This design comes from an exercise in tuning for small area on the open sky130 flow, not from production work. The RTL was checked by simulation tests, not by an equivalence proof against the original design. Power figures rest on the tool's default switching activity, not on a simulated workload.

==> flow/config.mk <==
export PLATFORM = sky130hd
export DESIGN_NAME = i2c_top
export DESIGN_NICKNAME = i2c_top
export VERILOG_FILES = /design/flow/design.v
export SDC_FILE = /design/flow/constraint.sdc
export NUM_CORES = 4
export LEC_CHECK = 0
export CAP_MARGIN = 20
export CORE_MARGIN = 2
export CORE_UTILIZATION = 50
export CTS_BUF_LIST = sky130_fd_sc_hd__clkbuf_8
export CTS_CLUSTER_DIAMETER = 60
export CTS_CLUSTER_SIZE = 16
export SLEW_MARGIN = 20
==> flow/constraint.sdc <==
create_clock -name core_clock -period 12.0 [get_ports {clk}]
set_input_delay 2.4000 -clock core_clock [delete_from_list [all_inputs] [get_ports {clk}]]
set_output_delay 2.4000 -clock core_clock [all_outputs]
set_load 0.01 [all_outputs]
==> flow/design.v <==
module i2c_top(
    input           clk,
    input           rstn,
    input           apb_sel,
    input           apb_en,
    input           apb_write,
    output          apb_ready,
    input  [31:0]   apb_addr,
    input  [31:0]   apb_wdata,
    output [31:0]   apb_rdata,
    output          i2c_irq,
    input           i2c_scl_i,
    output          i2c_scl_o,
    input           i2c_sda_i,
    output          i2c_sda_o
);
    wire [4:0]                  tx_fifo_ocy                     ;
    wire                        tx_fifo_wr                      ;
    wire [9:0]                  tx_fifo_din                     ;
    wire [4:0]                  rx_fifo_ocy                     ;
    wire                        rx_fifo_rd                      ;
    wire [7:0]                  rx_fifo_dout                    ;
    wire [4:0]                  rx_fifo_pirq                    ;
    wire [9:0]                  slv_adr                         ;
    wire [6:0]                  cr                              ;
    wire [7:0]                  cr_clr                          ;
    wire [6:0]                  cr_set                          ;  
    wire [7:0]                  sr                              ;
    wire [7:0]                  irq_req                         ;
    wire [31:0]                 tsusta                          ;
    wire [31:0]                 tsusto                          ;
    wire [31:0]                 thdsta                          ;
    wire [31:0]                 tsudat                          ;
    wire [31:0]                 tbuf                            ;
    wire [31:0]                 thigh                           ;
    wire [31:0]                 tlow                            ;
    wire [31:0]                 thddat                          ;
    wire [7:0]                  tim_dflt                        ;
    wire                        cr_msms                         ;
i2c_reg u_i2c_reg ( 
        .clk                    (clk                            ),  
        .rstn                   (rstn                           ),  
        .apb_sel                (apb_sel                        ),  
        .apb_en                 (apb_en                         ),  
        .apb_write              (apb_write                      ),  
        .apb_ready              (apb_ready                      ),  
        .apb_addr               (apb_addr[31:0]                 ),  
        .apb_wdata              (apb_wdata[31:0]                ),  
        .apb_rdata              (apb_rdata[31:0]                ),  
        .irq                    (i2c_irq                        ),  
        .tx_fifo_ocy            (tx_fifo_ocy[4:0]               ),  
        .tx_fifo_wr             (tx_fifo_wr                     ),  
        .tx_fifo_wdat           (tx_fifo_din[9:0]               ),  
        .rx_fifo_ocy            (rx_fifo_ocy[4:0]               ),  
        .rx_fifo_rd             (rx_fifo_rd                     ),  
        .rx_fifo_rdat           (rx_fifo_dout[7:0]              ),  
        .rx_fifo_pirq           (rx_fifo_pirq[4:0]              ),  
        .slv_adr                (slv_adr[9:0]                   ),  
        .cr                     (cr[6:0]                        ),  
        .cr_clr                 (cr_clr[6:0]                    ),  
        .cr_set                 (cr_set[6:0]                    ),  
        .sr                     (sr[7:0]                        ),  
        .irq_req                (irq_req[7:0]                   ),  
        .tsusta                 (tsusta[31:0]                   ),  
        .tsusto                 (tsusto[31:0]                   ),  
        .thdsta                 (thdsta[31:0]                   ),  
        .tsudat                 (tsudat[31:0]                   ),  
        .tbuf                   (tbuf[31:0]                     ),  
        .thigh                  (thigh[31:0]                    ),  
        .tlow                   (tlow[31:0]                     ),  
        .thddat                 (thddat[31:0]                   ),  
        .tim_dflt               (tim_dflt[7:0]                  )   
    );
i2c_core u_i2c_core( 
        .clk                    (clk                            ),  
        .rstn                   (rstn                           ),  
        .slv_adr                (slv_adr[6:0]                   ),  
        .cr                     ({1'b0, cr[6:0]}                ),  
        .cr_clr                 (cr_clr[7:0]                    ),  
        .cr_set                 (cr_set[6:0]                    ),  
        .sr                     (sr[7:0]                        ),  
        .irq_req                (irq_req[7:0]                   ),  
        .tx_fifo_ocy            (tx_fifo_ocy[4:0]               ),  
        .tx_fifo_wr             (tx_fifo_wr                     ),  
        .tx_fifo_din            (tx_fifo_din[9:0]               ),  
        .rx_fifo_pirq           (rx_fifo_pirq[4:0]              ),  
        .rx_fifo_ocy            (rx_fifo_ocy[4:0]               ),  
        .rx_fifo_rd             (rx_fifo_rd                     ),  
        .rx_fifo_dout           (rx_fifo_dout[7:0]              ),  
        .debounce_cnt           (14'd10                         ),  
        .tsusta                 (tsusta[31:0]                   ),  
        .thdsta                 (thdsta[31:0]                   ),  
        .tsusto                 (tsusto[31:0]                   ),  
        .tsudat                 (tsudat[31:0]                   ),  
        .thddat                 (thddat[31:0]                   ),  
        .tim_dflt               (tim_dflt[7:0]                  ),  
        .tlow                   (tlow[31:0]                     ),  
        .thigh                  (thigh[31:0]                    ),  
        .tbuf                   (tbuf[31:0]                     ),  
        .sda_in                 (i2c_sda_i                      ),  
        .sda_out                (i2c_sda_o                      ),  
        .scl_in                 (i2c_scl_i                      ),  
        .scl_out                (i2c_scl_o                      )   
    );
endmodule
module i2c_reg(
    input               clk,
    input               rstn,
    input               apb_sel,
    input               apb_en,
    input               apb_write,
    output              apb_ready,
    input       [31:0]  apb_addr,
    input       [31:0]  apb_wdata,
    output reg  [31:0]  apb_rdata,
    output              irq,
    input       [4:0]   tx_fifo_ocy,
    output              tx_fifo_wr,
    output      [9:0]   tx_fifo_wdat,
    input       [4:0]   rx_fifo_ocy,
    output              rx_fifo_rd,
    input       [7:0]   rx_fifo_rdat,
    output      [4:0]   rx_fifo_pirq,
    output      [9:0]   slv_adr,
    output reg  [6:0]   cr,
    input       [6:0]   cr_clr,
    input       [6:0]   cr_set,
    input       [7:0]   sr,
    input       [7:0]   irq_req,
    output reg  [31:0]  tsusta,
    output reg  [31:0]  tsusto,
    output reg  [31:0]  thdsta,
    output reg  [31:0]  tsudat,
    output reg  [31:0]  tbuf,
    output reg  [31:0]  thigh,
    output reg  [31:0]  tlow,
    output reg  [31:0]  thddat,
    output reg  [7:0]   tim_dflt    
);
localparam [31:0] D_TSUSTA = 32'h23a;
localparam [31:0] D_TSUSTO = 32'h1f4;
localparam [31:0] D_THDSTA = 32'h1ae;
localparam [31:0] D_TSUDAT = 32'h100;
localparam [31:0] D_TBUF   = 32'h1f4;
localparam [31:0] D_THIGH  = 32'h1ed;
localparam [31:0] D_TLOW   = 32'h1ed;
localparam [31:0] D_THDDAT = 32'h40;
reg         gie;
reg  [7:0]  isr;
reg  [7:0]  ier;
reg  [9:0]  txr;
reg  [6:0]  adr;
reg  [2:0]  ten_adr;
reg  [4:0]  rx_pirq;
wire        wr_en;
wire        rd_en;
assign apb_ready = 1'b1;
assign rx_fifo_pirq[4:0] = rx_pirq[4:0];
assign slv_adr      = {ten_adr, adr};
assign wr_en =  apb_write & apb_en & apb_sel;
assign rd_en = ~apb_write & apb_en & apb_sel;
wire [8:0] a = apb_addr[8:0];
wire a_gie    = a == 9'h01c;
wire a_isr    = a == 9'h020;
wire a_ier    = a == 9'h028;
wire a_cr     = a == 9'h100;
wire a_sr     = a == 9'h104;
wire a_txr    = a == 9'h108;
wire a_rx     = a == 9'h10c;
wire a_adr    = a == 9'h110;
wire a_txocy  = a == 9'h114;
wire a_rxocy  = a == 9'h118;
wire a_tenadr = a == 9'h11c;
wire a_pirq   = a == 9'h120;
wire a_tsusta = a == 9'h128;
wire a_tsusto = a == 9'h12c;
wire a_thdsta = a == 9'h130;
wire a_tsudat = a == 9'h134;
wire a_tbuf   = a == 9'h138;
wire a_thigh  = a == 9'h13c;
wire a_tlow   = a == 9'h140;
wire a_thddat = a == 9'h144;
wire a_none   = !(a_gie | a_isr | a_ier | a_cr | a_sr | a_txr | a_rx | a_adr |
                  a_txocy | a_rxocy | a_tenadr | a_pirq | a_tsusta | a_tsusto |
                  a_thdsta | a_tsudat | a_tbuf | a_thigh | a_tlow | a_thddat);
wire [7:0] a_tim = {a_thddat, a_tlow, a_thigh, a_tbuf, a_tsudat, a_thdsta, a_tsusto, a_tsusta};
wire [7:0] we_tim = {8{wr_en}} & a_tim;
always @(posedge clk or negedge rstn)
begin
    if (!rstn) begin
        gie         <= 1'b0;
        ier         <= 8'h0;
        adr         <= 7'b0;
        ten_adr     <= 3'b0;
        rx_pirq     <= 5'b1;
        txr         <= 10'b0;
    end else if (wr_en) begin
        if (a_gie)    gie     <= apb_wdata[31];
        if (a_ier)    ier     <= apb_wdata[7:0];
        if (a_txr)    txr     <= apb_wdata[9:0];
        if (a_adr)    adr     <= apb_wdata[7:1];
        if (a_tenadr) ten_adr <= apb_wdata[2:0];
        if (a_pirq)   rx_pirq <= apb_wdata[4:0];
    end
end
always @(posedge clk or negedge rstn)
begin
    if (!rstn) tim_dflt <= 8'hff;
    else       tim_dflt <= tim_dflt & ~we_tim;
end
always @(posedge clk)
begin
    if (we_tim[0]) tsusta <= apb_wdata;
    if (we_tim[1]) tsusto <= apb_wdata;
    if (we_tim[2]) thdsta <= apb_wdata;
    if (we_tim[3]) tsudat <= apb_wdata;
    if (we_tim[4]) tbuf   <= apb_wdata;
    if (we_tim[5]) thigh  <= apb_wdata;
    if (we_tim[6]) tlow   <= apb_wdata;
    if (we_tim[7]) thddat <= apb_wdata;
end
always @(posedge clk or negedge rstn)
begin
    if (!rstn) begin
        cr[6:0] <= 7'b0;
    end else begin
        if(wr_en && a_cr)
            cr[6:0]<= apb_wdata[6:0];
        else
            cr[6:0] <=(cr[6:0] | cr_set) & (~cr_clr);
    end
end
wire [7:0] rs_tim = a_tim & ~tim_dflt;
wire [7:0] rd_tim = a_tim &  tim_dflt;
always @(posedge clk)
begin
    apb_rdata <= ({32{a_gie}}    & {gie, 31'b0})
               | ({32{a_isr}}    & {24'b0, isr})
               | ({32{a_ier}}    & {24'b0, ier})
               | ({32{a_cr}}     & {25'b0, cr})
               | ({32{a_sr}}     & {24'b0, sr})
               | ({32{a_txr}}    & {22'b0, txr})
               | ({32{a_rx}}     & {24'b0, rx_fifo_rdat})
               | ({32{a_adr}}    & {24'b0, adr, 1'b0})
               | ({32{a_txocy}}  & {27'b0, tx_fifo_ocy})
               | ({32{a_rxocy}}  & {27'b0, rx_fifo_ocy})
               | ({32{a_tenadr}} & {29'b0, ten_adr})
               | ({32{a_pirq}}   & {27'b0, rx_pirq})
               | ({32{rs_tim[0]}} & tsusta)
               | ({32{rs_tim[1]}} & tsusto)
               | ({32{rs_tim[2]}} & thdsta)
               | ({32{rs_tim[3]}} & tsudat)
               | ({32{rs_tim[4]}} & tbuf)
               | ({32{rs_tim[5]}} & thigh)
               | ({32{rs_tim[6]}} & tlow)
               | ({32{rs_tim[7]}} & thddat)
               | ({32{rd_tim[0]}} & D_TSUSTA)
               | ({32{rd_tim[1]}} & D_TSUSTO)
               | ({32{rd_tim[2]}} & D_THDSTA)
               | ({32{rd_tim[3]}} & D_TSUDAT)
               | ({32{rd_tim[4]}} & D_TBUF)
               | ({32{rd_tim[5]}} & D_THIGH)
               | ({32{rd_tim[6]}} & D_TLOW)
               | ({32{rd_tim[7]}} & D_THDDAT)
               | ({32{a_none}}   & 32'hdeadbeef);
end
always @(posedge clk or negedge rstn)
begin
    if (!rstn)
        isr <= 8'h0;
    else
        isr <= (isr & ~({8{wr_en & a_isr}} & apb_wdata[7:0])) | irq_req;
end
assign tx_fifo_wr   = wr_en && a_txr;
assign tx_fifo_wdat = apb_wdata[9:0];
assign rx_fifo_rd   = rd_en && a_rx;
assign irq          = |(isr & ier) & gie;
endmodule
module i2c_core(
    input           clk,
    input           rstn,
    input   [6:0]   slv_adr,
    input   [7:0]   cr,
    output  [7:0]   cr_clr,
    output  [6:0]   cr_set,
    output  [7:0]   sr,
    output  [7:0]   irq_req,
    output  [4:0]   tx_fifo_ocy,
    input           tx_fifo_wr,
    input   [9:0]   tx_fifo_din,
    input   [4:0]   rx_fifo_pirq,
    output  [4:0]   rx_fifo_ocy,
    input           rx_fifo_rd,
    output  [7:0]   rx_fifo_dout,
    input      [13:0]   debounce_cnt,
    input      [31:0]   tsusta,
    input      [31:0]   thdsta,
    input      [31:0]   tsusto,
    input      [31:0]   tsudat,
    input      [31:0]   thddat,
    input      [7:0]    tim_dflt,
    input      [31:0]   tlow,
    input      [31:0]   thigh,
    input      [31:0]   tbuf,
    input           sda_in,
    output          sda_out,
    input           scl_in,
    output          scl_out
);
    wire                        sr_bb                           ;
    wire                        cr_rsta_set                     ;
    wire                        cr_tx_set                       ;
    wire                        cr_tx_clr                       ;
    wire                        cr_txak_set                     ;
    wire                        cr_txak_clr                     ;
    wire                        cr_msms_set                     ;
    wire                        cr_msms_clr                     ;
    wire                        tx_fifo_rd                      ;
    wire [9:0]                  tx_fifo_dout                    ;
    wire                        tx_fifo_empty                   ;
    wire                        tx_fifo_full                    ;
    wire                        rx_fifo_empty                   ;
    wire                        rx_fifo_wr                      ;
    wire [7:0]                  rx_fifo_din                     ;
    wire                        rx_fifo_full                    ;
    wire                        cr_en                           ;
    wire                        dyna_msms_set                   ;
    wire                        dyna_msms_clr                   ;
    wire                        dyna_txak_set                   ;
    wire                        dyna_txak_clr                   ;
    wire                        dyna_tx_set                     ;
    wire                        dyna_tx_clr                     ;
    wire                        dyna_rsta_set                   ;
    wire                        fsm_msms_clr                    ;  
    wire                        cr_tx                           ;
    wire                        cr_gcen                         ;
    wire                        cr_txak                         ;
    wire                        cr_rsta                         ;
    wire                        cr_rsta_clr                     ;
    wire                        sr_abgc                         ;
    wire                        sr_aas                          ;
    wire                        sr_srw                          ;
    wire                        irq_nas                         ;
    wire                        irq_tx_err                      ;
    wire                        irq_tx_empty                    ;
    wire [3:0]                  cmd                             ;
    wire                        cmd_ack                         ;
    wire                        phy_rx                          ;
    wire                        phy_tx                          ;
    wire                        al                              ;
    wire                        irq_rx_pfull                   ;
    wire                        scl_gauge_en                    ;
    wire                        msms                            ;
    wire                        rsta_det                        ;
    wire                        sta_det                         ;
    wire                        sto_det                         ;
    wire                        busy                            ;
    wire                        scl_rising                      ;
    wire                        scl_faling                      ;
    wire                        cr_msms                         ;
    wire                        cr_txfifo_rst                   ;
    wire [4:0] rx_fifo_pfull_th;
    wire fsm_tx_set;
    wire fsm_tx_clr;
assign sr_bb = busy;
assign {
    cr_gcen,
    cr_rsta,
    cr_txak,
    cr_tx,
    cr_msms,
    cr_txfifo_rst,
    cr_en } = cr;
assign cr_clr = {
    1'b0,
    cr_rsta_clr,
    cr_txak_clr,
    cr_tx_clr,
    cr_msms_clr, 2'b0};
assign cr_set = {
    1'b0,
    cr_rsta_set,
    cr_txak_set,
    cr_tx_set,
    cr_msms_set,
    2'b0
    };
assign cr_rsta_set = dyna_rsta_set;
assign cr_tx_set   = dyna_tx_set || fsm_tx_set;
assign cr_tx_clr   = dyna_tx_clr || fsm_tx_clr;
assign cr_txak_set = dyna_txak_set;
assign cr_txak_clr = dyna_txak_clr;
assign cr_msms_set = dyna_msms_set;
assign cr_msms_clr = al || dyna_msms_clr || fsm_msms_clr;
assign sr = {
    tx_fifo_empty,
    rx_fifo_empty,
    rx_fifo_full,
    tx_fifo_full,
    sr_srw,
    sr_bb,
    sr_aas,
    sr_abgc
    };
assign irq_req = {
    !tx_fifo_ocy[3],
    irq_nas,
    sr_aas,
    !sr_bb,
    irq_rx_pfull,
    irq_tx_empty,
    irq_tx_err,
    al};
assign rx_fifo_pfull_th[4:0] = rx_fifo_pirq[4:0];
sync_fifo#(.DW(10), .DEPTH(16)) u_tx_fifo ( 
        .clk                    (clk                            ),  
        .rstn                   (rstn && (!cr_txfifo_rst)       ),  
        .rd                     (tx_fifo_rd                     ),  
        .dout                   (tx_fifo_dout[9:0]              ),  
        .empty                  (tx_fifo_empty                  ),  
        .wr                     (tx_fifo_wr                     ),  
        .din                    (tx_fifo_din[9:0]               ),  
        .full                   (tx_fifo_full                   ),  
        .ocy                    (tx_fifo_ocy[4:0]               )   
    );
sync_fifo #( .DW(8), .DEPTH(16)) u_rx_fifo ( 
        .clk                    (clk                            ),  
        .rstn                   (rstn                           ),  
        .rd                     (rx_fifo_rd                     ),  
        .dout                   (rx_fifo_dout[7:0]              ),  
        .empty                  (rx_fifo_empty                  ),  
        .wr                     (rx_fifo_wr                     ),  
        .din                    (rx_fifo_din[7:0]               ),  
        .full                   (rx_fifo_full                   ),  
        .ocy                    (rx_fifo_ocy[4:0]               )   
    );
i2c_dynamic_ctrl u_i2c_dynamic_ctrl( 
        .clk                    (clk                            ),  
        .rstn                   (rstn                           ),  
        .cr_en                  (cr_en                          ),  
        .cr_msms                (cr_msms                        ),  
        .dyna_msms_set          (dyna_msms_set                  ),  
        .dyna_msms_clr          (dyna_msms_clr                  ),  
        .dyna_txak_set          (dyna_txak_set                  ),  
        .dyna_txak_clr          (dyna_txak_clr                  ),  
        .dyna_tx_set            (dyna_tx_set                    ),  
        .dyna_tx_clr            (dyna_tx_clr                    ),  
        .dyna_rsta_set          (dyna_rsta_set                  ),  
        .tx_fifo_empty          (tx_fifo_empty                  ),  
        .tx_fifo_rd             (tx_fifo_rd                     ),  
        .tx_fifo_dout           (tx_fifo_dout[9:0]              ),  
        .tx_fifo_wr             (tx_fifo_wr                     ),  
        .tx_fifo_din            (tx_fifo_din[9:0]               ),  
        .rx_fifo_wr             (rx_fifo_wr                     )   
    );
i2c_core_fsm u_i2c_core_fsm( 
        .clk                    (clk                            ),  
        .rstn                   (rstn                           ),  
        .slv_addr               (slv_adr[6:0]                   ),  
        .cr_msms                (cr_msms                        ),  
        .cr_msms_clr            (fsm_msms_clr                   ),  
        .cr_tx                  (cr_tx                          ),  
        .cr_tx_set              (fsm_tx_set                     ),  
        .cr_tx_clr              (fsm_tx_clr                     ),  
        .cr_gcen                (cr_gcen                        ),  
        .cr_txak                (cr_txak                        ),  
        .cr_en                  (cr_en                          ),  
        .cr_rsta                (cr_rsta                        ),  
        .cr_rsta_clr            (cr_rsta_clr                    ),  
        .sr_abgc                (sr_abgc                        ),  
        .sr_aas                 (sr_aas                         ),  
        .sr_srw                 (sr_srw                         ),  
        .irq_nas                (irq_nas                        ),  
        .irq_tx_err             (irq_tx_err                     ),  
        .irq_tx_empty           (irq_tx_empty                   ),  
        .irq_rx_pfull           (irq_rx_pfull                   ),  
        .cmd                    (cmd[3:0]                       ),  
        .cmd_ack                (cmd_ack                        ),  
        .phy_rx                 (phy_rx                         ),  
        .phy_tx                 (phy_tx                         ),  
        .phy_abort              (al                             ),  
        .rx_fifo_pirq           (rx_fifo_pfull_th[4:0]          ),  
        .rx_fifo_wr             (rx_fifo_wr                     ),  
        .rx_fifo_din            (rx_fifo_din[7:0]               ),  
        .rx_fifo_ocy            (rx_fifo_ocy[4:0]               ),  
        .rx_fifo_empty          (rx_fifo_empty                  ),  
        .tx_fifo_empty          (tx_fifo_empty                  ),  
        .tx_fifo_rd             (tx_fifo_rd                     ),  
        .tx_fifo_dout           (tx_fifo_dout[9:0]              ),  
        .tx_fifo_ocy            (tx_fifo_ocy[4:0]               ),  
        .scl_gauge_en           (scl_gauge_en                   ),  
        .msms                   (msms                           ),  
        .rcv_rsta               (rsta_det                       ),  
        .rcv_sta                (sta_det                        ),  
        .rcv_sto                (sto_det                        )   
    );
i2c_phy u_i2c_phy( 
        .clk                    (clk                            ),  
        .rstn                   (rstn                           ),  
        .ena                    (cr_en                          ),  
        .cmd                    (cmd[3:0]                       ),  
        .cmd_ack                (cmd_ack                        ),  
        .al                     (al                             ),  
        .rsta_det               (rsta_det                       ),  
        .din                    (phy_tx                         ),  
        .dout                   (phy_rx                         ),  
        .debounce_cnt           (debounce_cnt[13:0]             ),  
        .tsusta                 (tsusta[31:0]                   ),  
        .thdsta                 (thdsta[31:0]                   ),  
        .tsusto                 (tsusto[31:0]                   ),  
        .tsudat                 (tsudat[31:0]                   ),  
        .thddat                 (thddat[31:0]                   ),  
        .tim_dflt               (tim_dflt[7:0]                  ),  
        .tlow                   (tlow[31:0]                     ),  
        .thigh                  (thigh[31:0]                    ),  
        .tbuf                   (tbuf[31:0]                     ),  
        .cr_msms                (msms                           ),  
        .sta_det                (sta_det                        ),  
        .sto_det                (sto_det                        ),  
        .busy                   (busy                           ),  
        .scl_rising             (scl_rising                     ),  
        .scl_faling             (scl_faling                     ),  
        .scl_gauge_en           (scl_gauge_en                   ),  
        .scl_in                 (scl_in                         ),  
        .scl_out                (scl_out                        ),  
        .sda_in                 (sda_in                         ),  
        .sda_out                (sda_out                        )   
    );
endmodule
module sync_fifo#(
    parameter DW = 8,
    parameter DEPTH = 16,
    parameter AW = 4
)(
    input               clk,
    input               rstn,
    input               rd,
    output      [DW-1:0]dout,
    output  reg         empty,
    input               wr,
    input       [DW-1:0]din,
    output              full,
    output      [AW:0]  ocy
);
reg  [DW*DEPTH-1:0] mem;
reg  [AW-1:0]       cnt;
wire                wr_int;
wire                rd_int;
assign full   = !empty & (&cnt);
assign wr_int = wr & !full;
assign rd_int = rd & !empty;
assign ocy    = {1'b0, cnt};
always @(posedge clk or negedge rstn)
begin
    if(!rstn) begin
        empty <= 1'b1;
        cnt   <= {AW{1'b0}};
    end
    else if(wr_int && !rd_int) begin
        empty <= 1'b0;
        if(!empty) cnt <= cnt + 1'b1;
    end
    else if(rd_int && !wr_int) begin
        if(cnt == 0) empty <= 1'b1;
        else         cnt   <= cnt - 1'b1;
    end
end
always @(posedge clk)
begin
    if(wr_int)
        mem <= {mem[DW*(DEPTH-1)-1:0], din};
end
reg [DW-1:0] rd_q;
integer i;
always @(*) begin
    rd_q = {DW{1'b0}};
    for (i = 0; i < DEPTH; i = i + 1)
        rd_q = rd_q | ({DW{!empty && cnt == i}} & mem[i*DW +: DW]);
end
assign dout = rd_q;
endmodule  
module i2c_dynamic_ctrl(
    input           clk,
    input           rstn,
    input           cr_en,
    input           cr_msms,
    output          dyna_msms_set,
    output          dyna_msms_clr,
    output          dyna_txak_set,
    output          dyna_txak_clr,
    output          dyna_tx_set,
    output          dyna_tx_clr,
    output          dyna_rsta_set,
    input           tx_fifo_empty,
    input           tx_fifo_rd,
    input   [9:0]   tx_fifo_dout,
    input           tx_fifo_wr,
    input   [9:0]   tx_fifo_din,
    input           rx_fifo_wr
);
reg [7:0]   rcnt;
reg         load;
reg         start_hold;
wire        start_set;
wire        start;
assign start         = !tx_fifo_empty & tx_fifo_dout[8] |
                        tx_fifo_empty & tx_fifo_wr & tx_fifo_din[8];
assign start_set     = !start_hold & start;
assign dyna_msms_set = start_set & cr_en & !cr_msms;
assign dyna_rsta_set = start_set & cr_en &  cr_msms;
assign dyna_msms_clr = (tx_fifo_rd | (rx_fifo_wr & rcnt == 1)) & tx_fifo_dout[9];
assign dyna_txak_set = rx_fifo_wr && rcnt == 2;
assign dyna_txak_clr = start_set & cr_en;
assign dyna_tx_set   = tx_fifo_rd && tx_fifo_dout[8] && (!tx_fifo_dout[0]);
assign dyna_tx_clr   = tx_fifo_rd && tx_fifo_dout[9] || 
                       tx_fifo_rd && tx_fifo_dout[8] && tx_fifo_dout[0];
always@(posedge clk or negedge rstn)
begin
    if(!rstn) begin
        rcnt <= 8'b0;
        load <= 1'b0;
        start_hold <= 1'b0;
    end
    else begin
        load <= tx_fifo_rd && tx_fifo_dout[8] && tx_fifo_dout[0];
        start_hold <= start;
        if(load)
            rcnt <= tx_fifo_dout[7:0];
        else if(rx_fifo_wr)
            rcnt <= rcnt - 1;
    end
end
endmodule
module i2c_core_fsm(
    input               clk,
    input               rstn,
    input       [6:0]   slv_addr,
    input               cr_msms,
    output              cr_msms_clr,
    input               cr_tx,
    output              cr_tx_set,
    output              cr_tx_clr,
    input               cr_gcen,
    input               cr_txak,
    input               cr_en,
    input               cr_rsta,
    output              cr_rsta_clr,
    output reg          sr_abgc,
    output reg          sr_aas,
    output reg          sr_srw,
    output reg          irq_nas, 
    output              irq_tx_err,
    output              irq_tx_empty,
    output              irq_rx_pfull,
    output reg [ 3:0]   cmd,       
    input               cmd_ack,   
    input               phy_rx,
    output reg          phy_tx,
    input               phy_abort,
    input       [4:0]   rx_fifo_pirq,
    output              rx_fifo_wr, 
    output      [7:0]   rx_fifo_din,
    input       [4:0]   rx_fifo_ocy,
    input               rx_fifo_empty,
    input               tx_fifo_empty,
    output              tx_fifo_rd,
    input       [9:0]   tx_fifo_dout,
    input       [4:0]   tx_fifo_ocy,
    output              scl_gauge_en,
    output reg          msms,
    input               rcv_rsta,
    input               rcv_sta,
    input               rcv_sto
);
    localparam ST_IDLE  = 4'h0;
    localparam ST_START = 4'h1;
    localparam ST_READ  = 4'h3;
    localparam ST_RACK  = 4'h4;
    localparam ST_WRITE = 4'h5;
    localparam ST_WACK  = 4'h6;
    localparam ST_WSUSP = 4'h8;
    localparam ST_RSUSP = 4'h9;
    localparam ST_STOP  = 4'h7;
    reg  [3:0]  cstate;
    reg  [3:0]  nstate;
    reg  [3:0]  pstate;
    reg  [2:0]  cnt;
    wire [2:0]  cnt_x;
    reg  [7:0]  sr;
    wire        load;
    wire        tx_ready;
    wire        rx_ready;
    reg         cr_msms_r;
    wire        msms_set;
    wire        msms_clr;
    wire        msms_x;
    wire        active_abort;
    wire        tx; 
    wire        cnt_clr;
    reg         adr_phase;
    wire        adr_phase_x;
    wire        adr_phase_set;
    wire        ack_done;
    wire                        aas_set                         ;
    wire                        gc_set                          ;
    wire                        aas_x                           ;
    wire                        abgc_x                          ;
    wire                        nas_clr                         ;
    wire                        nas_set                         ;
    wire                        nas_x                           ;
    wire                        shift                           ;
    wire                        cnt_done                       ;
    wire rack_done;
    wire wack_done;
assign msms_set = cr_msms && !cr_msms_r;
assign msms_clr = cstate == ST_STOP && cmd_ack;
assign msms_x   = msms_set ? 1'b1:
                  msms_clr ? 1'b0:
                  msms;
assign tx            = msms? cr_tx : (aas_set? phy_rx : sr_srw);
assign scl_gauge_en  = cstate == ST_READ && adr_phase;
assign rack_done     = (cstate == ST_RACK) & cmd_ack;
assign wack_done     = (cstate == ST_WACK) & cmd_ack;
assign ack_done      = rack_done | wack_done;
assign adr_phase_set = (cstate == ST_IDLE)  & rcv_sta |
                       (cstate == ST_START) & cmd_ack;
assign adr_phase_x   = ack_done ? 1'b0 :
                       adr_phase_set ? 1'b1 : adr_phase;
assign active_abort   = !cr_msms & msms;
always@(*)
begin
    nstate = cstate;
    cmd    = 4'h0;
    phy_tx = 1'b0;
    case(cstate)
        ST_IDLE : begin
            if(msms && tx_ready)
                nstate = ST_START;
            else if(rcv_sta)
                nstate = ST_READ;
        end
        ST_START : begin
            cmd  = 4'h1;
            if(cmd_ack) nstate = ST_WRITE; 
        end
        ST_READ  : begin
            cmd = 4'h4;
            if(cnt_done) nstate = ST_RACK;
        end
        ST_RACK : begin
            cmd    = 4'h3;
            phy_tx = adr_phase & !(sr_aas | sr_abgc) | !adr_phase & cr_txak;
            if(cmd_ack) begin
                if(!msms & phy_rx)
                    nstate = ST_IDLE;
                else if(tx)
                    nstate = ST_WSUSP;
                else
                    nstate = ST_RSUSP;
            end
        end
        ST_WRITE : begin
            cmd = 4'h3;
            phy_tx = sr[7];
            if(phy_abort)
                nstate = ST_IDLE;
            else if(cnt_done) 
                nstate = ST_WACK;
        end
        ST_WACK : begin
            cmd = 4'h4;
            if(cmd_ack) begin
                if(phy_rx | active_abort)
                    nstate = msms ? ST_STOP : ST_IDLE;
                else if(tx)
                    nstate = ST_WSUSP;
                else
                    nstate = ST_RSUSP;
            end
        end
        ST_WSUSP : begin
            cmd = 4'h5;
            if(tx_ready)
                nstate = cr_rsta? ST_START : ST_WRITE;
        end
        ST_RSUSP : begin
            cmd = 4'h5;
            if(cr_rsta)
                nstate = ST_WSUSP;
            else if(rx_ready)
                nstate = active_abort ? ST_STOP : ST_READ;
        end
        ST_STOP : begin
            cmd = 4'h2;
            if(cmd_ack) nstate = ST_IDLE;
        end
        default:;
    endcase
end
assign cnt_clr       = cnt_done || rcv_rsta;
assign cnt_x         = cnt_clr ? 3'h7 :
                       shift   ? cnt - 1'b1 : cnt;
assign cnt_done      = ~(|cnt) & cmd_ack;
assign rx_ready      = rx_fifo_ocy[4:0] < rx_fifo_pirq[4:0] | rx_fifo_empty;
assign rx_fifo_wr    = rack_done && !adr_phase;
assign rx_fifo_din   = sr[7:0];
assign tx_ready      = !tx_fifo_empty;
assign tx_fifo_rd    = load;
assign shift = (cstate == ST_READ || cstate == ST_WRITE) && cmd_ack;
assign load  = (cstate != ST_WRITE) && (nstate == ST_WRITE);
assign gc_set    = !msms & adr_phase & cnt_done & (sr[6:0] == 7'b0) & cr_gcen;
assign aas_set   = !msms & adr_phase & cnt_done & (sr[6:0] == slv_addr[6:0]);
assign cr_tx_set =  msms & adr_phase & cnt_done & !phy_rx;
assign cr_tx_clr =  msms & adr_phase & cnt_done &  phy_rx;
assign cr_msms_clr = wack_done & phy_rx;
assign cr_rsta_clr = cr_rsta && (cstate == ST_START) && cmd_ack;
assign aas_x     = rcv_sto ? 1'b0 : 
                   aas_set ? 1'b1 : 
                   sr_aas;
assign abgc_x    = rcv_sto  ? 1'b0 :
                   gc_set   ? 1'b1 :
                   sr_abgc;
assign nas_clr   = aas_set | gc_set;
assign nas_set   = rcv_sto;
assign nas_x     = nas_clr ? 1'b0 : 
                   nas_set ? 1'b1 :
                   irq_nas ;
assign irq_tx_err   = ack_done & phy_rx;
assign irq_tx_empty = (cstate == ST_WSUSP) && tx_fifo_empty;
assign irq_rx_pfull = !rx_ready && (cstate == ST_RSUSP);
always@(posedge clk or negedge rstn)
begin
    if(!rstn) begin
        cstate          <= ST_IDLE;
        pstate          <= ST_IDLE;
        cnt             <= 3'h7; 
        irq_nas         <= 1'b1;
        sr_aas          <= 1'b0;
        sr_abgc         <= 1'b0;
        sr_srw          <= 1'b0;
        cr_msms_r       <= 1'b0;
        msms            <= 1'b0;
        adr_phase       <= 1'b0;
    end
    else begin
        cstate          <= nstate;
        cnt             <= cnt_x;
        pstate          <= (nstate == cstate)? pstate : cstate;
        sr_srw          <= aas_set ? phy_rx : sr_srw;
        irq_nas         <= nas_x;
        sr_aas          <= aas_x;
        sr_abgc         <= abgc_x;
        cr_msms_r       <= cr_msms;
        msms            <= msms_x;
        adr_phase       <= adr_phase_x;
    end
end
always @(posedge clk or negedge rstn)
begin
    if (!rstn)      sr <= 8'h0;
    else if (load)       sr <= tx_fifo_dout[7:0];
    else if(shift)  sr <= {sr[6:0], phy_rx};
end
endmodule
module i2c_phy(
    input               clk,
    input               rstn,
    input               ena,
    input      [ 3:0]   cmd,
    output              cmd_ack,
    output              al,
    output              rsta_det,
    input               din,
    output              dout,
    input      [13:0]   debounce_cnt,
    input      [31:0]   tsusta,
    input      [31:0]   thdsta,
    input      [31:0]   tsusto,
    input      [31:0]   tsudat,
    input      [31:0]   thddat,
    input      [7:0]    tim_dflt,
    input      [31:0]   tlow,
    input      [31:0]   thigh,
    input      [31:0]   tbuf,
    input               cr_msms,
    output              sta_det,
    output              sto_det,
    output              busy,
    output              scl_rising,
    output              scl_faling,
    input               scl_gauge_en,
    input               scl_in,
    output              scl_out,
    input               sda_in,
    output              sda_out
);
    wire [31:0]                 tlow_gauge                      ;
    wire                        tlow_g_dflt                     ;
    wire                        scl_o                           ;
    wire                        scl_i                           ;
    wire                        sda_o                           ;
    wire                        sda_i                           ;
    wire [31:0]                 thigh_mux                       ;
assign scl_out = scl_o;
assign sda_out = sda_o;
assign thigh_mux = thigh;
i2c_phy_debounce u_i2c_phy_debounce( 
        .clk                    (clk                            ),  
        .rstn                   (rstn                           ),  
        .scl                    (scl_in                         ),  
        .sda                    (sda_in                         ),  
        .debounce_cnt           (debounce_cnt[13:0]             ),  
        .sta_det                (sta_det                        ),  
        .sto_det                (sto_det                        ),  
        .busy                   (busy                           ),  
        .scl_rising             (scl_rising                     ),  
        .scl_faling             (scl_faling                     ),  
        .scl_gauge_en           (scl_gauge_en                   ),  
        .tlow                   (tlow_gauge[31:0]               ),  
        .tlow_dflt              (tlow_g_dflt                    ),  
        .scl_o                  (scl_o                          ),  
        .scl_i                  (scl_i                          ),  
        .sda_o                  (sda_o                          ),  
        .sda_i                  (sda_i                          )   
    );
i2c_phy_fsm u_i2c_phy_fsm( 
        .clk                    (clk                            ),  
        .rstn                   (rstn                           ),  
        .ena                    (ena                            ),  
        .msms                   (cr_msms                        ),  
        .cmd                    (cmd[3:0]                       ),  
        .cmd_ack                (cmd_ack                        ),  
        .al                     (al                             ),  
        .rsta_det               (rsta_det                       ),  
        .din                    (din                            ),  
        .dout                   (dout                           ),  
        .tsusta                 (tsusta[31:0]                   ),  
        .thdsta                 (thdsta[31:0]                   ),  
        .tsusto                 (tsusto[31:0]                   ),  
        .tsudat                 (tsudat[31:0]                   ),  
        .thddat                 (thddat[31:0]                   ),  
        .tim_dflt               (tim_dflt[7:0]                  ),  
        .tlow                   (tlow[31:0]                     ),  
        .tlow_g                 (tlow_gauge[31:0]               ),  
        .tlow_g_dflt            (tlow_g_dflt                    ),  
        .thigh                  (thigh_mux[31:0]                ),  
        .tbuf                   (tbuf[31:0]                     ),  
        .sto_det                (sto_det                        ),  
        .sta_det                (sta_det                        ),  
        .scl_rising             (scl_rising                     ),  
        .scl_falling            (scl_faling                     ),  
        .scl_i                  (scl_i                          ),  
        .sda_i                  (sda_i                          ),  
        .scl_o                  (scl_o                          ),  
        .sda_o                  (sda_o                          )   
    );
endmodule
module i2c_phy_debounce (
    input               clk,
    input               rstn,
    input               scl,
    input               sda,
    input       [13:0]  debounce_cnt,
    output              sta_det,
    output              sto_det,
    output  reg         busy,
    output              scl_rising,
    output              scl_faling,
    input               scl_gauge_en,
    output  reg [31:0]  tlow,        
    output  reg         tlow_dflt,   
    input               scl_o,
    output              scl_i,
    input               sda_o,
    output              sda_i
);
reg [ 1:0] cSCL, cSDA;       
reg [ 2:0] fSCL, fSDA;       
reg        sSCL, sSDA;       
reg        dSCL, dSDA;       
reg [3:0]  filter_cnt;       
reg [31:0] timing_cnt;
always@(posedge clk or negedge rstn)
begin
    if(!rstn) begin
        timing_cnt <= 32'b0;
        tlow_dflt  <= 1'b1;
    end
    else begin
        timing_cnt <= (scl_gauge_en & (scl_rising | scl_faling)) ? 32'b0 :
                      timing_cnt + {31'b0, scl_gauge_en & busy};
        if(scl_gauge_en & scl_rising) tlow_dflt <= 1'b0;
    end
end
always@(posedge clk)
begin
    if(scl_gauge_en && scl_rising) tlow <= timing_cnt;
end
always @(posedge clk or negedge rstn)
    if (!rstn) begin
        cSCL <= 2'b00;
        cSDA <= 2'b00;
    end else begin
        cSCL <= {cSCL[0],scl};
        cSDA <= {cSDA[0],sda};
    end
always @(posedge clk or negedge rstn)
    if (!rstn) 
        filter_cnt <= 4'h0;
    else if (~|filter_cnt)
        filter_cnt <= debounce_cnt[3:0];  
    else
        filter_cnt <= filter_cnt -1;
always @(posedge clk or negedge rstn)
    if (!rstn) begin
        fSCL <= 3'b111;
        fSDA <= 3'b111;
    end else if (~|filter_cnt) begin
        fSCL <= {fSCL[1:0],cSCL[1]};
        fSDA <= {fSDA[1:0],cSDA[1]};
    end
always @(posedge clk or negedge rstn)
    if (~rstn) begin
        sSCL <= 1'b1;
        sSDA <= 1'b1;
        dSCL <= 1'b1;
        dSDA <= 1'b1;
    end else begin
        sSCL <= &fSCL[2:1] | &fSCL[1:0] | (fSCL[2] & fSCL[0]);
        sSDA <= &fSDA[2:1] | &fSDA[1:0] | (fSDA[2] & fSDA[0]);
        dSCL <= sSCL;
        dSDA <= sSDA;
    end
always @(posedge clk or negedge rstn)
    if (~rstn)
        busy <= 1'b0;
    else if(sta_det)
        busy <= 1'b1;
    else if(sto_det)
        busy <= 1'b0;
assign sta_det = sSCL && (!sSDA) && dSDA;
assign sto_det = sSCL && sSDA && (!dSDA);
assign scl_i   = dSCL;
assign sda_i   = dSDA;
assign scl_faling = dSCL && (!sSCL);
assign scl_rising = (!dSCL) && sSCL;
endmodule
module i2c_phy_fsm (
    input             clk,       
    input             rstn,      
    input             ena,       
    input             msms,      
    input      [ 3:0] cmd,       
    output            cmd_ack,   
    output reg        al,        
    output reg        rsta_det,
    input             din,
    output reg        dout,
    input      [31:0] tsusta,
    input      [31:0] thdsta,
    input      [31:0] tsusto,
    input      [31:0] tsudat,
    input      [31:0] thddat,
    input      [31:0] tlow,
    input      [31:0] tlow_g,    
    input             tlow_g_dflt,  
    input      [7:0]  tim_dflt,  
    input      [31:0] thigh,
    input      [31:0] tbuf,
    input             sto_det,
    input             sta_det,
    input             scl_rising,
    input             scl_falling,
    input             scl_i,     
    input             sda_i,     
    output reg        scl_o,     
    output reg        sda_o      
);
    localparam idle    = 4'b0000;
    localparam hang    = 4'b0001;
    localparam wr_c    = 4'b0010;    
    localparam start_a = 4'b0100;    
    localparam start_d = 4'b0101;    
    localparam rd_a    = 4'b0110;    
    localparam rd_c    = 4'b0111;    
    localparam rd_b    = 4'b1000;    
    localparam wr_b    = 4'b1001;    
    localparam stop_a  = 4'b1010;    
    localparam wr_a    = 4'b1011;    
    localparam start_b = 4'b1100;    
    localparam start_c = 4'b1101;    
    localparam stop_b  = 4'b1110;    
    localparam stop_c  = 4'b1111;    
    parameter TSUSTA = 0;
    parameter THDSTA = 1;
    parameter THDSTO = 2;
    parameter TSUDAT = 3;
    parameter THDDAT = 4;
    parameter TLOW   = 5;
    parameter THIGH  = 6;
    parameter TBUF   = 7;
    reg        dscl_o  ;         
    wire       sda_chk;          
    reg        slv_wait;       
    wire       slv_wait_set;
    wire       slv_wait_clr;
    reg [31:0] cnt;              
    wire[31:0] cnt_nxt;
    wire       cnt_clr;
    wire       wait_thigh_done;
    wire       wait_tlow_done;  
    wire       wait_tbuf_done;  
    wire       wait_tsusta_done;
    wire       wait_thdsta_done;
    wire       wait_tsudat_done;
    wire       wait_thddat_done;
    wire       wait_tsusto_done;
    reg       scl_x;
    reg       sda_x;
    reg [3:0] cstate, nstate; 
    assign cnt_clr = cstate != nstate;
    assign cnt_nxt = cnt_clr ? 32'b0 : 
                     slv_wait ? cnt : cnt + 1'b1;
    wire       s_tlow   = cstate[3:2] == 2'b01;
    wire       s_thigh  = cstate[3:1] == 3'b100;
    wire       s_tsudat = cstate[3:1] == 3'b101;
    wire       s_tsusta = cstate == start_b;
    wire       s_thdsta = cstate == start_c;
    wire       s_tsusto = cstate == stop_b;
    wire       s_tbuf   = cstate == stop_c;
    wire       s_thddat = cstate == wr_c;
    wire [7:0] d        = tim_dflt;
    wire       tlow0    = msms ? (tlow[0] | d[6]) : (tlow_g[0] | tlow_g_dflt);
    wire       s_tlow_m = s_tlow &  msms;
    wire       s_tlow_g = s_tlow & !msms;
    wire [32:0] tsel    = ({33{s_tlow_m & !d[6]}}    & {1'b0, tlow})
                        | ({33{s_tlow_m &  d[6]}}    & {1'b0, 32'h1ed})
                        | ({33{s_tlow_g & !tlow_g_dflt}} & {1'b0, tlow_g})
                        | ({33{s_tlow_g &  tlow_g_dflt}} & {1'b0, 32'hffff_ffff})
                        | ({33{s_tbuf & !d[4]}}      & {1'b0, tbuf[31:1], tlow0})
                        | ({33{s_tbuf &  d[4]}}      & {1'b0, 31'h1f4 >> 1, tlow0})
                        | ({33{s_thigh & !d[5]}}     & {thigh,  1'b0})
                        | ({33{s_thigh &  d[5]}}     & {32'h1ed, 1'b0})
                        | ({33{s_tsudat & !d[3]}}    & {tsudat, 1'b0})
                        | ({33{s_tsudat &  d[3]}}    & {32'h100, 1'b0})
                        | ({33{s_tsusta & !d[0]}}    & {tsusta, 1'b0})
                        | ({33{s_tsusta &  d[0]}}    & {32'h23a, 1'b0})
                        | ({33{s_thdsta & !d[2]}}    & {thdsta, 1'b0})
                        | ({33{s_thdsta &  d[2]}}    & {32'h1ae, 1'b0})
                        | ({33{s_tsusto & !d[1]}}    & {tsusto, 1'b0})
                        | ({33{s_tsusto &  d[1]}}    & {32'h1f4, 1'b0})
                        | ({33{s_thddat & !d[7]}}    & {thddat, 1'b0})
                        | ({33{s_thddat &  d[7]}}    & {32'h40, 1'b0});
    wire       cnt_ge   = {cnt, 1'b0} >= tsel;
    wire       cnt_eq   = {cnt, 1'b0} == tsel;
    assign wait_thigh_done  = cnt_ge;
    assign wait_tlow_done   = cnt_ge;
    assign wait_tbuf_done   = cnt_ge;
    assign wait_tsusta_done = cnt_eq;
    assign wait_thdsta_done = cnt_eq;
    assign wait_tsudat_done = cnt_eq;
    assign wait_thddat_done = cnt_eq;
    assign wait_tsusto_done = cnt_eq;
    assign cmd_ack = cstate == start_d & wait_tlow_done |
                     cstate == stop_c  & wait_tbuf_done |
                     cstate == rd_c    & (wait_tlow_done || !msms) |
                     cstate == wr_c    & wait_thddat_done;
    always @(posedge clk or negedge rstn)
      if (!rstn) dscl_o <= 1'b1;
      else       dscl_o <= scl_o  ;
    assign slv_wait_set = (!dscl_o & scl_o) & (!scl_i);
    assign slv_wait_clr = slv_wait & scl_i;
    always @(posedge clk or negedge rstn)
      if (!rstn) slv_wait <= 1'b0;
      else       slv_wait <= (slv_wait & ~slv_wait_clr) | slv_wait_set ;
    wire cmd_stop;
    assign cmd_stop = (cmd == 4'h2);
    assign sda_chk = cstate == wr_b && nstate == wr_c;
    always @(posedge clk or negedge rstn)
      if (~rstn)
          al <= 1'b0;
      else
          al <= (sda_chk & ~sda_i & sda_o) | (sto_det & ~cmd_stop & msms);
    always @(posedge clk or negedge rstn)
      if (!rstn) begin
        dout     <= 1'b1;
        rsta_det <= 1'b0;
      end
      else begin
      if (scl_rising) dout <= sda_i;
      if (scl_falling && (dout != sda_i) && cstate == rd_b) 
          rsta_det <=1'b1;
      else if(cmd_ack)
          rsta_det <=1'b0;
      end
    always @(posedge clk or negedge rstn)
      if (!rstn) cnt <= 32'b0;
      else       cnt <= (al | (ena & cnt_clr)) ? 32'b0 : cnt + {31'b0, ena & !slv_wait};
    always @(posedge clk or negedge rstn)
      if (!rstn) begin
          cstate <= idle;
          scl_o   <= 1'b1;
          sda_o   <= 1'b1;
      end
      else if (al) begin
          cstate <= idle;
          scl_o   <= 1'b1;
          sda_o   <= 1'b1;
      end
      else if(ena) begin 
        cstate  <= nstate;
        scl_o   <= scl_x;
        sda_o   <= sda_x;
      end
    always@(*) begin
        nstate = cstate;
        scl_x  = scl_o;
        sda_x  = sda_o;
        case (cstate) 
              idle: begin
                  case (cmd) 
                       4'h1: nstate = start_a;
                       4'h2:  nstate = stop_a; 
                       4'h3: nstate = wr_a;
                       4'h4:  nstate = rd_a;
                       4'h5:  nstate = hang;
                       default:        nstate = idle;
                  endcase
                  scl_x   = scl_o  ;  
                  sda_x   = sda_o  ;  
              end
              start_a: begin
                  scl_x = scl_o; 
                  sda_x = 1'b1; 
                  if(wait_tlow_done) nstate = start_b;
              end
              start_b: begin
                  scl_x = 1'b1;
                  sda_x = 1'b1;
                  if(wait_tsusta_done) nstate = start_c;
              end
              start_c: begin
                  scl_x = 1'b1;
                  sda_x = 1'b0;
                  if(wait_thdsta_done) nstate = start_d;
              end
              start_d: begin
                  scl_x = 1'b0; 
                  sda_x = 1'b0; 
                  if(wait_tlow_done) nstate = idle;
              end
              stop_a: begin
                  scl_x = 1'b0;  
                  sda_x = 1'b0;  
                  if(wait_tsudat_done) nstate = stop_b;
              end
              stop_b: begin
                  scl_x = 1'b1;  
                  sda_x = 1'b0;  
                  if(wait_tsusto_done) nstate = stop_c;
              end
              stop_c: begin
                  scl_x = 1'b1;  
                  sda_x = 1'b1;  
                  if(wait_tbuf_done) nstate = idle;
              end
              rd_a: begin
                  scl_x = !msms;  
                  sda_x = 1'b1;  
                  if(wait_tlow_done && msms || scl_rising && !msms) nstate = rd_b;
              end
              rd_b: begin
                  scl_x = 1'b1;  
                  sda_x = 1'b1;  
                  if(wait_thigh_done && msms || scl_falling && !msms) nstate = rd_c;
              end
              rd_c: begin
                  scl_x = !msms;  
                  sda_x = 1'b1;  
                  if(wait_tlow_done || !msms) nstate = idle;
              end
              wr_a: begin
                  scl_x = 1'b0;  
                  sda_x = din;   
                  if(wait_tsudat_done) nstate = wr_b;
              end
              wr_b: begin
                  scl_x = 1'b1;  
                  sda_x = din;   
                  if(wait_thigh_done && msms || scl_falling && !msms) nstate = wr_c;
              end
              wr_c: begin
                  scl_x = !msms;  
                  sda_x = din;
                  if(wait_thddat_done) nstate = idle;
              end
              hang: begin
                  scl_x = 1'b0;  
                  sda_x = sda_o;
                  if(cmd != 4'h5) nstate = idle;
              end
              default: ;
        endcase
    end
endmodule
==> flow/run.sh <==
#!/bin/bash
# synth_recipe.tcl (not shown) runs the flow's synth.tcl, then flattens the netlist and writes it again
# the make line also repeats each setting of config.mk as NAME=value (left out here)
make -C /OpenROAD-flow-scripts/flow DESIGN_CONFIG=/design/flow/config.mk WORK_HOME=/design/flow/orfs CLKGATE_MAP_FILE= SYNTH_SCRIPT=/design/flow/synth_recipe.tcl finish
==> metrics.md, run 1 <==
| Metric | Value |
|---|---|
| Status | `no timing/DRC/antenna violations` |
| Post-route ant nets | `0` |
| RSZ-0062 raised after global routing | `false` |
| Vias | `23900` |
| Leading area contributor after synthesis | `edfxtp_1` |
| Synth area leaders | `edfxtp_1, dfrtp_1, a22oi_1, nor2_1, dfstp_2` |
| GRT Overall Usage | `0.298` |
| DR iter-0 viols | `3758` |
| Gp weighted congestion | `0.932` |
| Clk Latency, worst-skew pair | `0.70 ns` |
| Syn Area/Cell | `13.5 um^2` |
| CORE AREA | `67200 um^2` |
| Worst reg2reg startpoint | `u_i2c_core.u_i2c_phy.u_i2c_phy_fsm.cstate[2]` |
| Layout Cells excl Fill | `3548` |
| Gate power share | `0.113` |
| DRC | `0` |
| Post-synthesis cell count | `2514` |
| Die Wd | `265 um` |
| Syn Nets | `2644` |
| Post-cts sizing count | `0` |
| Ports | `107` |
| Num rows | `95` |
| First-pass DRT Iterations | `8` |
| Dpl cells | `3427` |
| CTS tree | `yes` |
| Setup Fix Bufs, Post-CTS | `0` |
| Vias in the first global route | `23400` |
| Sw Share | `0.268` |
| Post-synthesis register bit count | `802` |
| Biggest regs | `u_i2c_core.u_tx_fifo.mem: 160 flops, u_i2c_core.u_rx_fifo.mem: 128 flops` |
| Area Overhead vs Synth | `10.4%` |
| Flip-flop count of the largest register after layout | `160` |
| Crit share post-route | `0.675` |
| Port-buffer cells | `82` |
| Post-synthesis simple-gate area fraction | `0.104` |
| DR vias/cell | `6.73` |
| Clock power share | `0.297` |
| Commonest non-fill, non-tap cells in the layout | `edfxtp_1, a22oi_1, nor2_1` |
| Synthesized-area fraction occupied by adder cells | `0.0223` |
| FF/Latch Area | `22800 um^2` |
| Worst-path clk slew | `0.09 ns` |
| H-Tree Depth | `3` |
| CTS Hold Bufs | `0` |
| Final instance area | `37500 um^2` |
| Measured slew at the worst slew-check pin | `1.10 ns` |
| Hold path depth | `0` |
| Seq pwr share | `0.591` |
| Initial antenna violation count | `3` |
| Critical Path RT | `12.29 ns` |
| F_max | `0.123 GHz` |
| Maximum VDD drop | `95.5 uV` |
| GRT Residual Overflow | `0` |
| Clk buf depth | `3` |
| Seq/Total Area, Yosys | `0.672` |
| Clock sinks | `802` |
| Initial Util | `0.505` |
| Post-synthesis compound-gate area fraction | `0.141` |
| Max_slew headroom | `0.263` |
| Hold path startpoint | `u_i2c_core.u_i2c_phy.u_i2c_phy_debounce.cSCL[0]` |
| Synth warn | `7` |
| Die H | `265 um` |
| Clock root buffer | `clkbuf_8` |
| Clock buffer count from CTS | `66` |
| Final Skew | `0.0461 ns` |
| MaxCap Viol Count | `0` |
| Fin nets | `2753` |
| First-pass GRT wire length | `154 mm` |
| Area occupied by multi-input gates | `10700 um^2` |
| Post-synth cell types | `83` |
| Asr flop ratio synth | `0.242` |
| Fillers | `5485` |
| Largest net degree at the start of global routing | `97` |
| Post-Synth XOR/XNOR Area | `0.0224` |
| Die footprint | `70000 um^2` |
| Pwr dens | `139 nW/um^2` |
| P_leak | `13.2 nW` |
| Final setup TNS | `0 ns` |
| WL/cell | `29.7 um` |
| Worst hold path type | `reg2reg` |
| Placed instance area | `36200 um^2` |
| Final Hold Vio Count | `0` |
| Final min period | `8.10 ns` |
| Mapped cell area | `33900 um^2` |
| EDFF count, synth | `576` |
| Predominant post-synthesis flop cell | `edfxtp_1` |
| Final setup vio count | `0` |
| Max Slew Vio Count | `0` |
| Crit Path Max Fanout | `83` |
| Worst reg-to-reg path cell count | `18` |
| Largest family of logic cells by synthesized area | `compound AO/OA/AOI/OAI gates` |
| Post-Route WL | `105 mm` |
| CP startpoint kind | `flop` |
| Crit Path Category | `reg2reg` |
| Cell internal pwr | `3.81 mW` |
| Top-area cell type share of the netlist area | `0.510` |
| Layout cells sized above 1 | `0.112` |
| Dpl hpwl | `68.6 mm` |
| Worst EP arrival | `8.39 ns` |
| Commonest non-fill, non-tap cell in the layout | `edfxtp_1` |
| Setup crit end kind | `flop` |
| Worst Setup SP | `u_i2c_core.u_i2c_phy.u_i2c_phy_fsm.cstate[2]` |
| Largest register by flop count | `u_i2c_core.u_tx_fifo.mem` |
| Psw | `1.40 mW` |
| Hold_ws | `0.355 ns` |
| Post-synthesis mux area share | `0.0185` |
[area by class of cell]
| cell class | instances | area share |
|---|---|---|
| sequential | 802 | 0.609 |
| multi-input combinational | 1547 | 0.286 |
| timing repair buffer | 155 | 0.0371 |
| tap | 873 | 0.0291 |
| clock buffer | 69 | 0.0253 |
| clock inverter | 48 | 0.00858 |
| inverter | 51 | 0.00511 |
| antenna | 3 | 0.000200 |
[worst paths after layout]
check	to	slack, ns
worst max-delay path	u_i2c_core.u_rx_fifo.mem[85]	3.90
worst min-delay path	u_i2c_core.u_i2c_phy.u_i2c_phy_debounce.cSCL[1]	0.35
worst max register to register	u_i2c_core.u_rx_fifo.mem[85]	3.90
worst min register to register	u_i2c_core.u_i2c_phy.u_i2c_phy_debounce.cSCL[1]	0.35
max in group asynchronous	u_i2c_core.u_tx_fifo.empty	8.39
min in group asynchronous	u_i2c_core.u_tx_fifo.cnt[2]	0.37
[worst max-delay path, stage by stage, from the launching register on]
cell,delay (ns)
dfrtp_1,0.94
nand2b_1,0.41
nor2_2,0.91
nand2_1,0.15
nand2_1,0.30
a31oi_1,0.21
nand4_1,0.34
nor2_1,0.15
ha_1,0.32
nand4_1,0.11
or4_1,0.59
nor3_4,0.31
or3_1,0.36
o31ai_4,0.16
and2_4,0.22
or4_4,0.62
nor2_4,0.13
buf_4,0.48
buf_4,0.86
[per-stage QoR]
step                      total power, mW  worst slack [ns]  utilization
final                                5.20              3.90        0.558
after global routing                 5.38              3.68        0.558
after CTS                            5.22              4.10        0.558
after detailed placement             3.70              4.12        0.539
after global placement               3.70              4.21        0.539
after floorplan                      3.50             0.185            -
[power groups by stage]
stage	logic (mW)	registers [mW]	clock network [mW]
finish	0.586	3.07	1.54
global route	0.633	3.08	1.67
CTS	0.575	3.07	1.58
detailed placement	0.572	3.13	0
global placement	0.565	3.13	0
floorplan	0.411	3.09	0
[cell families (layout without fill, tap and decap cells)]
logic type	after synthesis	after routing
flops	802	802
simple gates	712	712
compound gates	629	629
buf+inv	165	323
xor+xnor	87	87
fa+ha+maj	61	61
mux	57	57
other cells	1	4
[layer usage]
metal | track usage | up-vias | routed length [um] | part of all wire
met5 | 0 | - | 0 | 0
met1 | 0.438 | 12000 | 44200 | 0.42
met2 | 0.429 | 1478 | 45200 | 0.43
li1 | - | 10200 | - | -
met4 | 0.0992 | 0 | 3190 | 0.030
met3 | 0.0834 | 226 | 12900 | 0.12
[Yosys cell counts, types with 30 or more instances]
| cell | count |
|---|---|
| nor2_1 | 212 |
| a21oi_1 | 76 |
| clkbuf_1 | 91 |
| o21ai_0 | 63 |
| a22oi_1 | 218 |
| nor3_1 | 48 |
| edfxtp_1 | 576 |
| a221oi_1 | 53 |
| dfstp_2 | 30 |
| nand4_1 | 94 |
| nand3_1 | 77 |
| ha_1 | 59 |
| a222oi_1 | 67 |
| a22o_1 | 50 |
| dfxtp_1 | 32 |
| xnor2_1 | 36 |
| inv_1 | 51 |
| dfrtp_1 | 164 |
| nand2_1 | 138 |
| xor2_1 | 51 |
| mux2_2 | 46 |
==> inputs of run 2 (changes only) <==
==> flow/flow/run.sh (new file) <==
#!/bin/bash
# The standard layout (standard.sh: the ORFS flow, standard synthesis included) with two
# changes: port buffers are sky130_fd_sc_hd__buf_1 instead of the tool's pick, and clock tree
# synthesis inserts no dummy loads. All of make's output goes to flow_make.log here; each ORFS
# step keeps its own log under orfs/logs/.
set -euo pipefail
bash standard.sh \
  "BUFFER_PORTS_ARGS=-buffer_cell sky130_fd_sc_hd__buf_1" \
  "CTS_ARGS=-sink_clustering_enable -repair_clock_nets -buf_list sky130_fd_sc_hd__clkbuf_8 -sink_clustering_size 16 -sink_clustering_max_diameter 60 -dont_use_dummy_load" \
  finish > flow_make.log 2>&1
==> flow/standard.sh (new file) <==
#!/bin/bash
# synth_recipe.tcl (not shown) runs the flow's synth.tcl, then flattens the netlist and writes it again
# the make line also repeats each setting of config.mk as NAME=value (left out here)
make -C /OpenROAD-flow-scripts/flow DESIGN_CONFIG=/design/flow/config.mk WORK_HOME=/design/flow/orfs CLKGATE_MAP_FILE= SYNTH_SCRIPT=/design/flow/synth_recipe.tcl "${@:-finish}"
removed: flow/run.sh
==> run 2 against run 1 <==
- hold slack improved by 0.0028 ns
- core utilization fell by 1.2 points
- clock power fell by 11%
- synthesized cell count did not move
- maximum frequency rose by 3.9%
- setup slack improved by 0.30 ns
- global-route usage fell by 0.22 points
- critical path depth rose by 3
- via count fell by 0.23%
- largest cell class unchanged
- highest routed layer is now met5
==> metrics.md, run 2 <==
| Metric | Value |
|---|---|
| H-Tree Depth | `3` |
| Final Skew | `0.0838 ns` |
| Synth area leaders | `edfxtp_1, dfrtp_1, a22oi_1, nor2_1, dfstp_2` |
| Crit-path max cell delay | `0.88 ns` |
| Worst hold path type | `reg2async` |
| Mapped cell area | `33900 um^2` |
| First-pass DRT Iterations | `6` |
| Area Overhead vs Synth | `7.94%` |
| Top-area cell type share of the netlist area | `0.510` |
| Fin nets | `2755` |
| Status | `no timing/DRC/antenna violations` |
| Clk Latency, worst-skew pair | `0.70 ns` |
| CTS Hold Bufs | `0` |
| Post-route ant nets | `0` |
| Syn Nets | `2644` |
| Post-Route WL | `105 mm` |
| Asr flop ratio synth | `0.242` |
| GRT Overall Usage | `0.296` |
| Vias in the first global route | `23000` |
| DR iter-0 viols | `3568` |
| Commonest non-fill, non-tap cells in the layout | `edfxtp_1, a22oi_1, nor2_1` |
| Die Wd | `265 um` |
| Num rows | `95` |
| CTS tree | `yes` |
| GRT Residual Overflow | `0` |
| Port-buffer cells | `82` |
| Biggest regs | `u_i2c_core.u_tx_fifo.mem: 160 flops, u_i2c_core.u_rx_fifo.mem: 128 flops` |
| Largest register by flop count | `u_i2c_core.u_tx_fifo.mem` |
| Leading area contributor after synthesis | `edfxtp_1` |
| Seq/Total Area, Yosys | `0.672` |
| Post-synthesis cell count | `2514` |
| Crit Path Max Fanout | `73` |
| Post-synthesis register bit count | `802` |
| Pwr dens | `137 nW/um^2` |
| Worst-path clk slew | `0.10 ns` |
| Gp weighted congestion | `0.934` |
| Post-cts sizing count | `0` |
| Die footprint | `70000 um^2` |
| Setup crit end kind | `flop` |
| Final setup vio count | `0` |
| Ports | `107` |
| Setup Fix Bufs, Post-CTS | `0` |
| WL/cell | `30.0 um` |
| Final min period | `7.80 ns` |
| Worst path slowest cell | `dfrtp_1` |
| P_leak | `12.8 nW` |
| Flip-flop count of the largest register after layout | `160` |
| Max Slew Vio Count | `0` |
| Commonest non-fill, non-tap cell in the layout | `edfxtp_1` |
| Measured slew at the worst slew-check pin | `1.13 ns` |
| Synth warn | `7` |
| Layout cells sized above 1 | `0.107` |
| Syn Area/Cell | `13.5 um^2` |
| Critical path cell sequence | `inv_1, nand2_1, nor2_1, nand2_1, and2_1, nand2_1, a21oi_1, nand3_1, a2111oi_0, buf_4, ha_1, nand4_2, or4_1, nor3_4, or3_1, o31ai_4, and2_4, or4_4, nor2_4, buf_4, buf_4` |
| Predominant post-synthesis flop cell | `edfxtp_1` |
| CORE AREA | `67200 um^2` |
| Clock sinks | `802` |
| First-pass GRT wire length | `153 mm` |
| Top cells by count, synth | `edfxtp_1, a22oi_1, nor2_1` |
| EDFF count, synth | `576` |
| Count leader, synth | `edfxtp_1` |
| Clock root buffer | `clkbuf_8` |
| Clock buffer count from CTS | `68` |
| Worst setup margin | `4.20 ns` |
| MaxCap Viol Count | `0` |
| Final setup TNS | `0 ns` |
| Initial antenna violation count | `11` |
| Clk buf depth | `3` |
| Post-Place Setup Slack | `4.35 ns` |
| Die H | `265 um` |
| Crit Path Category | `reg2reg` |
| Worst EP arrival | `8.05 ns` |
| Largest net degree at the start of global routing | `140` |
| DR vias/cell | `6.81` |
| Crit share post-route | `0.650` |
| Post-synth cell types | `83` |
| Initial Util | `0.505` |
| Critical Path RT | `12.25 ns` |
| DRC | `0` |
| Vias | `23800` |
| Final Hold Vio Count | `0` |
| CP startpoint kind | `flop` |
| Dpl hpwl | `67.4 mm` |
| Max_slew headroom | `0.243` |
| Maximum VDD drop | `88.3 uV` |
| F_max | `0.128 GHz` |
| RSZ-0062 raised after global routing | `false` |
run 2: changes by cell type in the layout (fill, tap and decap cells not counted), sizes merged, moves of 2 or more:
cell,previous run,this run
bufinv,2,0
clkinv,10,0
clkinvlp,4,0
diode,3,5
inv,83,51
buf,73,154
clkdlybuf4s50,81,0
run 2: area by class of cell:
cell class,count,area (um^2)
diodes,5,12.5
clock buffers,68,936
fillers,5545,30500
inverters,51,191
multi-input cells,1547,10700
flip-flops and latches,802,22800
well taps,873,1090
repair buffers,155,893
run 2: final timing paths:
kind                                                                 startpoint                                               to  slack [ns]  depth (start not counted)
worst max-delay path               u_i2c_core.u_i2c_phy.u_i2c_phy_fsm.cstate[1]                     u_i2c_core.u_rx_fifo.mem[79]        4.20                         21
worst min-delay path                                            u_i2c_reg.cr[1]                      u_i2c_core.u_tx_fifo.cnt[3]        0.36                          1
worst max register to register     u_i2c_core.u_i2c_phy.u_i2c_phy_fsm.cstate[1]                     u_i2c_core.u_rx_fifo.mem[79]        4.20                         21
worst min register to register                                  u_i2c_reg.cr[1]                      u_i2c_core.u_tx_fifo.cnt[3]        0.36                          1
max in group asynchronous                                                  rstn                       u_i2c_core.u_tx_fifo.empty        8.55                          3
min in group core_clock         u_i2c_core.u_i2c_phy.u_i2c_phy_debounce.cSDA[0]  u_i2c_core.u_i2c_phy.u_i2c_phy_debounce.cSDA[1]        0.36                          0
run 2: power by group:
group          internal, mW  total (mW)  switching [mW]
logic                 0.188       0.565           0.376
registers              3.00        3.07          0.0732
clock network         0.509        1.37           0.863
run 2: worst max-delay path: cells and delay by family, from the launching register on:
family                   cells  cell delay, ns
AND/OR/NAND/NOR             13            3.47
flip-flops                   1            0.88
adder cells (fa/ha/maj)      1            0.14
AO/OA/AOI/OAI                3            0.90
buffers and inverters        4            1.90
run 2: layer usage:
layer,up-vias,wire [um],track usage,part of all wire
met1,11900,44000,0.442,0.42
met4,12,3250,0.0934,0.031
li1,10100,-,-,-
met2,1554,44700,0.422,0.43
met3,232,12900,0.0802,0.12
met5,-,94,0,0.00090
run 2: cell families after synthesis:
kind of cell    count (synthesis)  synth area share
xor+xnor                       87            0.0224
fa+ha+maj                      61            0.0223
simple gates                  712             0.104
other cells                     1          0.000110
flops                         802             0.672
compound gates                629             0.141
buf+inv                       165            0.0192
mux                            57            0.0185
run 2: stage by stage:
stage	power (mW)	instance area, um^2	utilization	hold WS [ns]	std cells
2_1_floorplan	3.50	34000	-	0.269	2514
3_3_place_gp	3.68	35700	0.531	0.331	3426
3_5_place_dp	3.68	35700	0.531	0.338	3426
4_1_cts	5.02	36600	0.545	0.351	3494
5_1_grt	5.18	36600	0.546	0.381	3501
6_report	5.01	36600	0.546	0.358	3501

## separate check: timing with driven ports
In the flow no input, the clock included, has a driving cell. The finished layouts below were timed again as built, in two steps.
Step 1 assumes that a clkbuf_16 drives the clock port and a buf_2 every other input.
Step 2 moves the port delays by t, midway between the first and last clock arrival at a register: inputs arrive t later, outputs are due t later. That takes back most of the time a late clock gives input paths.
Slacks: no drivers / after step 1 / after step 2; pairs: no drivers / after step 1.
| run | t, ns | setup WS [ns] | clock arrival spread, ns | worst register clock-pin slew, ns | worst data-port slew with drivers (ns) |
|---|---|---|---|---|---|
| run 1 | 0.741 | 3.897 / 3.897 / 3.897 | 0.046 / 0.046 | 0.11 / 0.11 | 0.08 |
| run 2 | 0.723 | 4.201 / 4.201 / 4.201 | 0.089 / 0.089 | 0.10 / 0.10 | 0.09 |
After both steps setup and hold are still met in every run listed.
